Source: an optimization exercise on an open RTL-to-GDS flow (aim: a short achievable clock period and few clock cycles). Production flows keep margins and buffers that such runs may drop.
Only simulation tests tie the RTL to the original design; equivalence was not proved.
Power figures rest on the tool's default switching activity, not on a simulated workload.

--- design.v ---
`timescale 1ns / 1ps
module risc16(clk, rst, imem_addr, imem_data, wb_en, wb_reg, wb_data);
	input         clk, rst;
	output [15:0] imem_addr;
	input  [15:0] imem_data;
	output        wb_en;
	output [2:0]  wb_reg;
	output [15:0] wb_data;
	localparam NB = 16;    
	localparam PW = 4;     
	integer i;
	function [17:0] exec1;
		input [15:0] ins;
		input [15:0] A, B;
		input [15:0] rin;
		input        bin;
		reg   [15:0] r;
		reg          b;
		reg   [4:0]  cmp;
		reg          l;
		begin
			l   = ins[11];
			cmp = {l ? ($signed(A) < $signed(B)) : (A < B),
			       l ? ($signed(A) > $signed(B)) : (A > B),
			       (B == 16'd0), (A == 16'd0), (A == B)};
			r = rin;
			b = bin;
			case (ins[15:12])
				4'd0:  begin r = A + B; b = 1'b0; end
				4'd1:  begin r = A | B; b = 1'b0; end
				4'd2:  begin r = A & B; b = 1'b0; end
				4'd3:  begin r = A ^ B; b = 1'b0; end
				4'd4:  begin r = ~A;    b = 1'b0; end
				4'd8:  begin r = l ? {ins[7:0], 8'h00} : {8'h00, ins[7:0]}; b = 1'b0; end
				4'd9:  r = {rin[15:5], cmp};
				4'd10: r = A << B[2:0];
				4'd11: r = B >> B[2:0];
				4'd12: begin r = l ? A : {8'h00, ins[7:0]}; b = 1'b1; end
				4'd13: begin r = A; b = B[{l, ins[1:0]}]; end
				default: ;
			endcase
			exec1 = {~(ins[15:12] == 4'd7 || ins[15:12] == 4'd12 || ins[15:12] == 4'd13), b, r};
		end
	endfunction
	function [16:0] jump1;
		input [15:0] ins;
		input [15:0] A, B;
		input [15:0] rin;
		input        bin;
		reg   [15:0] r;
		reg          b;
		reg   [4:0]  cmp;
		reg          l;
		begin
			l   = ins[11];
			cmp = {l ? ($signed(A) < $signed(B)) : (A < B),
			       l ? ($signed(A) > $signed(B)) : (A > B),
			       (B == 16'd0), (A == 16'd0), (A == B)};
			r = rin;
			b = bin;
			case (ins[15:12])
				4'd0, 4'd1, 4'd2, 4'd3, 4'd4, 4'd8: b = 1'b0;
				4'd9:  r = {rin[15:5], cmp};
				4'd10: r = A << B[2:0];
				4'd11: r = B >> B[2:0];
				4'd12: begin r = l ? A : {8'h00, ins[7:0]}; b = 1'b1; end
				4'd13: begin r = A; b = B[{l, ins[1:0]}]; end
				default: ;
			endcase
			jump1 = {b, r};
		end
	endfunction
	reg [15:0] R [0:7];
	reg [15:0] res_q;
	reg        br_q;
	reg        bv   [0:NB-1];    
	reg [15:0] btag [0:NB-1];    
	reg [15:0] btgt [0:NB-1];    
	reg        bfz  [0:NB-1];    
	reg [15:0] bwin [0:NB-1];    
	reg [15:0] bwpc [0:NB-1];    
	reg [PW-1:0] bptr;
	reg  [15:0] fpc_q;
	wire [15:0] fpc_inc = fpc_q + 16'd1;
	reg  [15:0] l_tgt, l_win, l_wpc;
	reg         l_hit, l_fz;
	always @(*) begin
		l_tgt = 16'd0; l_win = 16'd0; l_wpc = 16'd0;
		l_hit = 1'b0;  l_fz = 1'b0;
		for (i = 0; i < NB; i = i + 1)
			if (bv[i] && btag[i] == fpc_q) begin
				l_tgt = l_tgt | btgt[i];
				l_win = l_win | bwin[i];
				l_wpc = l_wpc | bwpc[i];
				l_fz  = l_fz  | bfz[i];
				l_hit = 1'b1;
			end
	end
	wire [15:0] pred_next = l_hit ? l_tgt : fpc_inc;
	reg        f2_v;
	reg [15:0] f2_pc, f2_pc1, f2_pred;
	reg        f2_fz;
	reg [15:0] f2_win, f2_wpc;
	wire [15:0] f2_wpc1 = f2_wpc + 16'd1;
	reg        ex_v;
	reg [15:0] ex_ir, ex_pc, ex_pc1, ex_pred;
	reg        ex_seq0, ex_seq1;    
	reg        ex_fz;
	reg        ex_pc1_is_wpc;
	reg [15:0] ex_win, ex_wpc, ex_wpc1;
	reg [15:0] ex_a0, ex_b0, ex_a1, ex_b1;
	reg        ex_fa0, ex_fb0, ex_fa1, ex_fb1;
	wire [15:0] A0 = ex_fa0 ? res_q : ex_a0;
	wire [15:0] B0 = ex_fb0 ? res_q : ex_b0;
	wire [15:0] A1 = ex_fa1 ? res_q : ex_a1;
	wire [15:0] B1 = ex_fb1 ? res_q : ex_b1;
	wire [17:0] x0 = exec1(ex_ir, A0, B0, res_q, br_q);
	wire        w0 = x0[17];
	wire [15:0] res0 = x0[15:0];
	wire [3:0]  op0 = ex_ir[15:12];
	wire [15:0] imm0 = {8'h00, ex_ir[7:0]};
	wire [15:0] res0j = (op0 == 4'd12) ? (ex_ir[11] ? A0 : imm0) :
	                    (op0 == 4'd13) ? A0 : res_q;
	wire        br0j  = (op0 == 4'd12) ? 1'b1 :
	                    (op0 == 4'd13) ? B0[{ex_ir[11], ex_ir[1:0]}] : br_q;
	wire [17:0] x1 = exec1(ex_win, A1, B1, res0j, br0j);
	wire        w1 = x1[17];
	wire [15:0] res1 = x1[15:0];
	wire [16:0] j0 = jump1(ex_ir, A0, B0, res_q, br_q);
	wire [16:0] j1 = jump1(ex_win, A1, B1, res0j, br0j);
	wire        br0 = j0[16], br1 = j1[16];
	wire [15:0] next0 = br0 ? j0[15:0] : ex_pc1;
	wire [15:0] next1 = br1 ? j1[15:0] : ex_wpc1;
	wire        use1 = ex_fz & ~w0 & (br0j ? (res0j == ex_wpc) : ex_pc1_is_wpc);
	wire [15:0] res_f  = use1 ? res1 : res0;
	wire        br_f   = use1 ? br1 : br0;
	wire        wen_f  = ex_v & (use1 ? w1 : w0);
	wire [2:0]  wreg_f = use1 ? ex_win[10:8] : ex_ir[10:8];
	wire [15:0] next_f = use1 ? next1 : next0;
	wire m0 = br0 ? (j0[15:0] != ex_pred) : ~ex_seq0;
	wire m1 = br1 ? (j1[15:0] != ex_pred) : ~ex_seq1;
	wire mispred = ex_v & (use1 ? m1 : m0);
	reg        lj_v;
	reg [15:0] lj_pc;
	reg        ua_v;
	reg [15:0] ua_key, ua_win, ua_wpc, ua_tgt;
	reg        ub_v;
	reg [15:0] ub_key, ub_tgt, ub_lpc1;
	reg        ub_fz;       
	reg        ub_jfail;    
	reg [NB-1:0] ma, mb;
	reg          ha, hb, hb_fz;
	always @(*) begin
		ha = 1'b0; hb = 1'b0; hb_fz = 1'b0;
		for (i = 0; i < NB; i = i + 1) begin
			ma[i] = bv[i] && btag[i] == ua_key;
			mb[i] = bv[i] && btag[i] == ub_key;
			if (ma[i]) ha = 1'b1;
			if (mb[i]) begin hb = 1'b1; hb_fz = hb_fz | bfz[i]; end
		end
	end
	wire ub_seq  = (ub_tgt == ub_lpc1);
	wire a_do    = ua_v;
	wire b_do    = ub_v & ~(ua_v && ua_key == ub_key);
	wire a_alloc = a_do & ~ha;
	wire b_skip  = ~ub_fz & ~ub_jfail & hb & hb_fz;
	wire b_alloc = b_do & ~hb & ~ub_seq;
	wire [PW-1:0] pa = bptr;
	wire [PW-1:0] pb = a_alloc ? bptr + 1'b1 : bptr;
	always @(posedge clk) begin
		if (rst) begin
			fpc_q <= 16'd0;
			f2_v  <= 1'b0;
			ex_v  <= 1'b0;
			ua_v  <= 1'b0;
			ub_v  <= 1'b0;
			lj_v  <= 1'b0;
			bptr  <= {PW{1'b0}};
			for (i = 0; i < NB; i = i + 1) bv[i] <= 1'b0;
		end else begin
			fpc_q   <= mispred ? next_f : pred_next;
			f2_v    <= ~mispred;
			ex_v    <= f2_v & ~mispred;
			if (ex_v) begin
				lj_v  <= use1 ? ~w1 : ~w0;
				lj_pc <= use1 ? ex_wpc : ex_pc;
			end
			ua_v <= ex_v & lj_v & ~ex_fz;
			ub_v <= ex_v;
			for (i = 0; i < NB; i = i + 1) begin
				if ((a_do && ma[i]) || (a_alloc && pa == i)) begin
					bv[i]   <= 1'b1;
					btag[i] <= ua_key;
					bfz[i]  <= 1'b1;
					bwin[i] <= ua_win;
					bwpc[i] <= ua_wpc;
					btgt[i] <= ua_tgt;
				end else if (b_do && mb[i] && !b_skip) begin
					btgt[i] <= ub_tgt;
					if (!ub_fz) begin
						bfz[i] <= 1'b0;
						if (ub_seq) bv[i] <= 1'b0;
					end
				end else if (b_alloc && pb == i) begin
					bv[i]   <= 1'b1;
					btag[i] <= ub_key;
					bfz[i]  <= 1'b0;
					btgt[i] <= ub_tgt;
				end
			end
			bptr <= bptr + a_alloc + b_alloc;
		end
	end
	always @(posedge clk) begin
		f2_pc   <= fpc_q;
		f2_pc1  <= fpc_inc;
		f2_pred <= pred_next;
		f2_fz   <= l_hit & l_fz;
		f2_win  <= l_win;
		f2_wpc  <= l_wpc;
		ex_ir   <= imem_data;
		ex_pc   <= f2_pc;
		ex_pc1  <= f2_pc1;
		ex_pred <= f2_pred;
		ex_seq0 <= (f2_pc1 == f2_pred);
		ex_seq1 <= (f2_wpc1 == f2_pred);
		ex_fz   <= f2_fz;
		ex_win  <= f2_win;
		ex_wpc  <= f2_wpc;
		ex_wpc1 <= f2_wpc1;
		ex_pc1_is_wpc <= (f2_pc1 == f2_wpc);
		ex_a0   <= R[imem_data[4:2]];
		ex_b0   <= R[imem_data[7:5]];
		ex_a1   <= R[f2_win[4:2]];
		ex_b1   <= R[f2_win[7:5]];
		ex_fa0  <= wen_f & (wreg_f == imem_data[4:2]);
		ex_fb0  <= wen_f & (wreg_f == imem_data[7:5]);
		ex_fa1  <= wen_f & (wreg_f == f2_win[4:2]);
		ex_fb1  <= wen_f & (wreg_f == f2_win[7:5]);
		ua_key  <= lj_pc;
		ua_win  <= ex_ir;
		ua_wpc  <= ex_pc;
		ua_tgt  <= next0;
		ub_key  <= ex_pc;
		ub_tgt  <= next_f;
		ub_lpc1 <= use1 ? ex_wpc1 : ex_pc1;
		ub_fz   <= use1;
		ub_jfail <= ex_fz & ~use1;
	end
	reg        wb_en_q;
	reg [2:0]  wb_reg_q;
	reg [15:0] wb_data_q;
	always @(posedge clk) begin
		if (rst) begin
			res_q   <= 16'd0;
			br_q    <= 1'b0;
			wb_en_q <= 1'b0;
			for (i = 0; i < 8; i = i + 1) R[i] <= 16'd0;
		end else begin
			wb_en_q <= wen_f;
			if (ex_v) begin
				res_q <= res_f;
				br_q  <= br_f;
			end
			if (wen_f) R[wreg_f] <= res_f;
		end
		wb_reg_q  <= wreg_f;
		wb_data_q <= res_f;
	end
	assign imem_addr = fpc_q;
	assign wb_en     = wb_en_q;
	assign wb_reg    = wb_reg_q;
	assign wb_data   = wb_data_q;
endmodule
--- config.mk ---
export PLATFORM = sky130hd
export DESIGN_NAME = risc16
export DESIGN_NICKNAME = risc16
export VERILOG_FILES = /design/flow/design.v
export SDC_FILE = /design/flow/constraint.sdc
export NUM_CORES = 4
export LEC_CHECK = 0
export ABC_CLOCK_PERIOD_IN_PS = 2000
export CAP_MARGIN = 20
export CORE_MARGIN = 2
export CORE_UTILIZATION = 60
export CTS_CLUSTER_SIZE = 30
export SETUP_SLACK_MARGIN = 5
export SLEW_MARGIN = 20
--- run.sh ---
#!/bin/bash
# synth_recipe.tcl (not shown) runs the flow's synth.tcl, then flattens the netlist and writes it again
# the make line also repeats each setting of config.mk as NAME=value (left out here)
make -C /OpenROAD-flow-scripts/flow DESIGN_CONFIG=/design/flow/config.mk WORK_HOME=/design/flow/orfs CLKGATE_MAP_FILE= SYNTH_SCRIPT=/design/flow/synth_recipe.tcl finish
--- constraint.sdc ---
create_clock -name core_clock -period 8.0 [get_ports {clk}]
set_input_delay 1.6000 -clock core_clock [delete_from_list [all_inputs] [get_ports {clk}]]
set_output_delay 1.6000 -clock core_clock [all_outputs]
set_load 0.01 [all_outputs]
==> results of run 1 <==
## how the worst max path moves through the flow
| stage | startpoint | to | slack, ns |
|---|---|---|---|
| global placement | ua_key[7] | bwin[15][3] | 2.30 |
| detailed placement | res_q[1] | ex_v | 2.49 |
| CTS | ex_fb1 | fpc_q[14] | 3.97 |
| floorplan | ex_fb1 | R[6][14] | 4.21 |
## cell usage after synthesis, types with 25 or more instances
master,number
edfxtp_1,1184
mux2_2,643
xnor2_1,509
dfxtp_1,441
xor2_1,431
nor2_1,341
clkbuf_1,300
nand2_1,234
a221oi_1,229
a22o_1,193
nor4_1,168
mux2i_1,167
nand4_1,159
a21oi_1,153
inv_1,151
mux4_2,140
buf_2,122
nand3_1,112
o21ai_0,110
ha_1,105
nor3_1,95
buf_1,74
buf_4,42
a22oi_1,40
a211oi_1,37
and3_1,37
a31oi_1,29
o22ai_1,25
## logic make-up after synthesis
group | count (synthesis) | share of synthesized area
AO/OA/AOI/OAI | 1046 | 0.09450
XOR/XNOR | 940 | 0.09797
adder cells (fa/ha/maj) | 108 | 0.01635
buffers and inverters | 707 | 0.03591
flip-flops | 1625 | 0.5281
multiplexers | 972 | 0.1473
AND/OR/NAND/NOR | 1314 | 0.07985
## timing repair
| item | CTS |
|---|---|
| setup buffers | 749 |
| pin swaps | 262 |
| gates cloned | 158 |
| setup endpoints to repair | 2071 |
| gates resized for setup | 1341 |
| endpoints found under the hold margin | 0 |
## metrics by stage
| stage | hold slack [ns] | setup slack [ns] | instances | util |
|---|---|---|---|---|
| floorplan | 0.3096 | 4.214 | 6712 | - |
| global placement | 0.3096 | 2.297 | 8263 | 0.6364 |
| detailed placement | 0.3121 | 2.486 | 8264 | 0.6365 |
| CTS | 0.3189 | 3.972 | 9484 | 0.8019 |
## routing by layer
metal	GRT overflow	global-route usage
met5	0	0.3434
met4	39	0.6251
met1	7	0.7701
met3	4	0.5472
met2	56	0.8757
## power by group through the flow
stage	logic (mW)	registers (mW)	clock network [mW]
3_3_place_gp	2.09	9.83	0
3_5_place_dp	2.10	9.84	0
2_1_floorplan	1.58	9.56	0
4_1_cts	2.94	9.55	7.97
==> impl_metrics.ini, run 1 <==
[yosys]
syn-cell-area_um2 = 84040
synth.distinct_cells = 104
synth_edf_count = 1184
yosysTopAreaCell = edfxtp_1
syn_inst = 6712
postSynth.asyncResetShare = 0
avgSynthCellArea_um2 = 12.52
yosys_most_used_dff = edfxtp_1
synthesis.nets = 6838
synth_area_leaders = edfxtp_1 (42%), dfxtp_1 (11%), mux2_2 (8.6%), xnor2_1 (5.3%), xor2_1 (4.5%)
ys_warn_count = 7
synth_top_area_frac = 0.4231
yosysSeqAreaShare = 0.5281
synth-seq-cells = 1625

[global_route]
grt_overflow = 106
grt_max_degree = 82
track_usage = 0.7198

[placement]
dpl_cell_area_um2 = 88600
hpwl_um = 202300
place.gp.congestion = 1.051
io_buffers = 53

[run_status]
tool.error = [ERROR GRT-0232] Routing congestion too high. Check the congestion heatmap in the GUI.
outcome = aborted with a tool error
stop_stage = global routing

[floorplan]
initial_utilization = 0.6038
die_y_um = 378.2
rows = 137
die_x_um = 378.2
io_pins = 54

[clock_tree]
cts_hold_buf = 0
htree_levels = 4
clock_path_buffers = 3
numCtsBuffers = 167
cts_root_buf = clkbuf_16
clock-sinks = 1625
Testbench counts, summed over its fixed seeds: cycles 11,168.
==> inputs of run 2 (changes only) <==
--- a/config.mk
+++ b/config.mk
@@ -6,9 +6,8 @@
 export NUM_CORES = 4
 export LEC_CHECK = 0
-export ABC_CLOCK_PERIOD_IN_PS = 2000
+export ABC_CLOCK_PERIOD_IN_PS = 2500
 export CAP_MARGIN = 20
 export CORE_MARGIN = 2
-export CORE_UTILIZATION = 60
-export CTS_CLUSTER_SIZE = 30
+export CORE_UTILIZATION = 40
 export SETUP_SLACK_MARGIN = 5
 export SLEW_MARGIN = 20
==> run 2 against run 1 <==
Area after synthesis is the same. The run now finishes clean. Synthesized cell count is the same.
==> impl_metrics.ini, run 2 <==
[yosys]
syn_inst = 6712
synth_top_family_by_area = multiplexers
synth_compound_area_frac = 0.09450
ys_top_cells_by_count = edfxtp_1 (1,184), mux2_2 (643), xnor2_1 (509), dfxtp_1 (441), xor2_1 (431)
synth-seq-cells = 1625
synth_xor_area_frac = 0.09797
yosysTopAreaCell = edfxtp_1
postSynth.asyncResetShare = 0
yosys_most_used_dff = edfxtp_1
syn-cell-area_um2 = 84040
synth.distinct_cells = 104
synth_mux_area_frac = 0.1473
yosysSeqAreaShare = 0.5281
synth_simple_gate_area_frac = 0.07985
ys_warn_count = 7
synth_top_area_frac = 0.4231
synth_most_common_cell = edfxtp_1
synthesis.nets = 6838
synth_adder_area_share = 0.01635
synth_area_leaders = edfxtp_1 (42%), dfxtp_1 (11%), mux2_2 (8.6%), xnor2_1 (5.3%), xor2_1 (4.5%)
synth_edf_count = 1184
avgSynthCellArea_um2 = 12.52

[clock_tree]
clkSlewWorstSetupHoldPaths_ns = 0.06
cts_hold_buf = 0
cts_root_buf = clkbuf_16
numCtsBuffers = 174
htree_levels = 4
clock_path_buffers = 3
cts_tree = built
clock_latency_ns = 0.90
clock-sinks = 1625

[cells_and_area]
area_growth_pct = 43.44
drive_gt1_frac = 0.4333
layout_commonest_cell = edfxtp_1
layout_common_cells = edfxtp_1 (1,184), buf_4 (554), xnor2_1 (494)
layout.nets = 8032

[sta]
period_minus_slack_ns = 4.317
max_freq_mhz = 231.6
rsz0062_at_grt = true
layout_setup_ws_ns = 3.683
hold_viol = 0
report.final.slew_viol_count = 0
skew_ns = 0.06506
setup_violations = 0
holdWs_ns = 0.3231
max_slew_margin = 0.2131
fin_tns_setup_ns = 0
finalCritPeriodShare = 0.5396
tightest_slew_ns = 1.180

[placement]
pre_cts_slack_ns = 1.980
place.gp.congestion = 0.9982
hpwl_um = 226000
io_buffers = 53

[worst_setup_path]
critPathMaxStageDelay_ns = 0.41
cp.arrival_ns = 5.04
crit_path_end_kind = flip-flop
cp-start-kind = flip-flop
crit_required_ns = 8.73
crit_slowest_cell = nand4_1
r2r_cells = 14
cp_top_family = simple AND/OR/NAND/NOR gates
path_depth = 14
path_buf_inv = 3
critPathMostFrequentCell = buf_4
crit_chain = buf_4 > and3b_1 > nand3_2 > a21boi_0 > o221a_2 > nand4_1 > xnor2_1 > nor4_2 > nand4_1 > buf_4 > o211ai_4 > buf_4 > nand2_1 > nor3b_1
worstPathMaxFanout = 26
worstSetupPathType = reg2reg

[routing]
wirelength_met1_um = 157200
antenna_left = 0
first_iter_violations = 12640
topRoutingLayerUsed = met5
num_vias = 72780
dr_wl_met2_um = 175600
wire_per_inst_um = 39.79
post_drt_via_cell_ratio = 6.690
firstDrtPassIters = 9
drc = 0
dr_wl_met3_um = 66150
routed_wl_um = 432900

[worst_hold_path]
holdPathStages = 0
hp-class = reg2reg

[floorplan]
placeableCoreArea_um2 = 209200
initial_utilization = 0.4018
rows = 168
die_y_um = 462.4
die_area_um2 = 213800
die_x_um = 462.4
io_pins = 54

[power]
p_seq_frac = 0.439
irDropWorstVdd_mv = 0.2528
combPwrFrac = 0.161
power.leakage_nw = 44.81
cellPowerDensity_nw_per_um2 = 181.0
pwr-share-clk = 0.399
p_int_mw = 15.69
sw_frac_of_total = 0.2809
p_sw_mw = 6.128

[global_route]
track_usage = 0.3722
grt_max_degree = 46
grt_overflow = 0
grt_pass1_vias = 66700
grt_pass1_wl_um = 558600
antenna_found_initial = 19

[job]
drv_cap = 0

[run_status]
outcome = timing/DRC/antenna clean
-- run 2: cell counts after synthesis --
No cell type changed its count.
-- run 2: final timing paths --
kind | start | end | slack (ns)
max | ex_ir[13] | ex_v | 3.68
min | f2_pc[3] | ex_pc[3] | 0.32
max reg2reg | ex_ir[13] | ex_v | 3.68
min reg2reg | f2_pc[3] | ex_pc[3] | 0.32
-- run 2: final cells by class --
class / instances / area [um2]
timing repair buffer: 1526 / 21280
inverter: 161 / 721.9
clock inverter: 93 / 1291
antenna: 17 / 42.54
sequential: 1625 / 44630
fill: 15680 / 88610
clock buffer: 234 / 4832
timing repair inverter: 2 / 17.52
multi-input combinational: 4416 / 44210
tap: 2805 / 3510
-- run 2: cell families after synthesis --
family | count (synthesis)
compound gates | 1046
xor+xnor | 940
fa+ha+maj | 108
buf+inv | 707
flops | 1625
mux | 972
simple gates | 1314
-- run 2: power by group through the flow --
stage	registers, mW	clock network [mW]	logic (mW)
finish	9.59	8.72	3.51
global placement	9.91	0	2.13
detailed placement	9.91	0	2.13
CTS	9.56	8.65	3.08
floorplan	9.56	0	1.58
global route	9.59	9.02	3.56
-- run 2: timing repair --
action / 4_1_cts / 5_1_grt
cloned: 137 / 39
buffers inserted: 824 / 306
gates resized for setup: 1532 / 646
endpoints found under the setup margin: 2071 / 2046
endpoints found under the hold margin: 0 / 0
pin swaps: 253 / 185
-- run 2: worst register-to-register path: stages (launching register included) --
cell,delay [ns]
dfxtp_1,0.30
buf_4,0.37
and3b_1,0.38
nand3_2,0.23
a21boi_0,0.32
o221a_2,0.29
nand4_1,0.41
xnor2_1,0.29
nor4_2,0.41
nand4_1,0.15
buf_4,0.18
o211ai_4,0.27
buf_4,0.16
nand2_1,0.09
nor3b_1,0.29
-- run 2: stage by stage --
step                      utilization  cell area (um2)  total power, mW  cells
after floorplan                     -            87800            11.14   6712
after global placement         0.4304            90020            12.04   9225
after detailed placement       0.4308            90100            12.04   9229
after CTS                      0.5456           114100            21.29  10520
after global routing           0.5761           120500            22.17  10860
final                          0.5763           120500            21.82  10880
-- run 2: layer usage --
| layer | vias up | track usage |
|---|---|---|
| met5 | - | 0.0004456 |
| met4 | 16 | 0.2120 |
| met3 | 1669 | 0.1174 |
| met2 | 6477 | 0.5276 |
| met1 | 36620 | 0.4999 |
| li1 | 28010 | - |

static timing again, ports no longer ideal:
No port has a modelled driver above. Below, the same layout with a new extraction and two added sets of constraints. Step 1 sets driving cells, clkbuf_16 on the clock port and buf_2 on the other inputs (assumed; they add their load-dependent delay and slew). Step 2, shift: input delay + t, output delay - t, t = (earliest + latest rising clock arrival at the registers) / 2. This alone moves slack from input paths to output paths. Three values: ideal, step 1, step 2; two values: the first two.
run: run 2
t (ns): 0.952
slack for setup (ns): 3.683 / 3.683 / 3.683
worst setup path at the end: register to register
After both steps setup and hold are still met in run 2. For run 2, drivers alone change the setup slack by 0.000 ns; drivers and shift together by 0.000 ns.
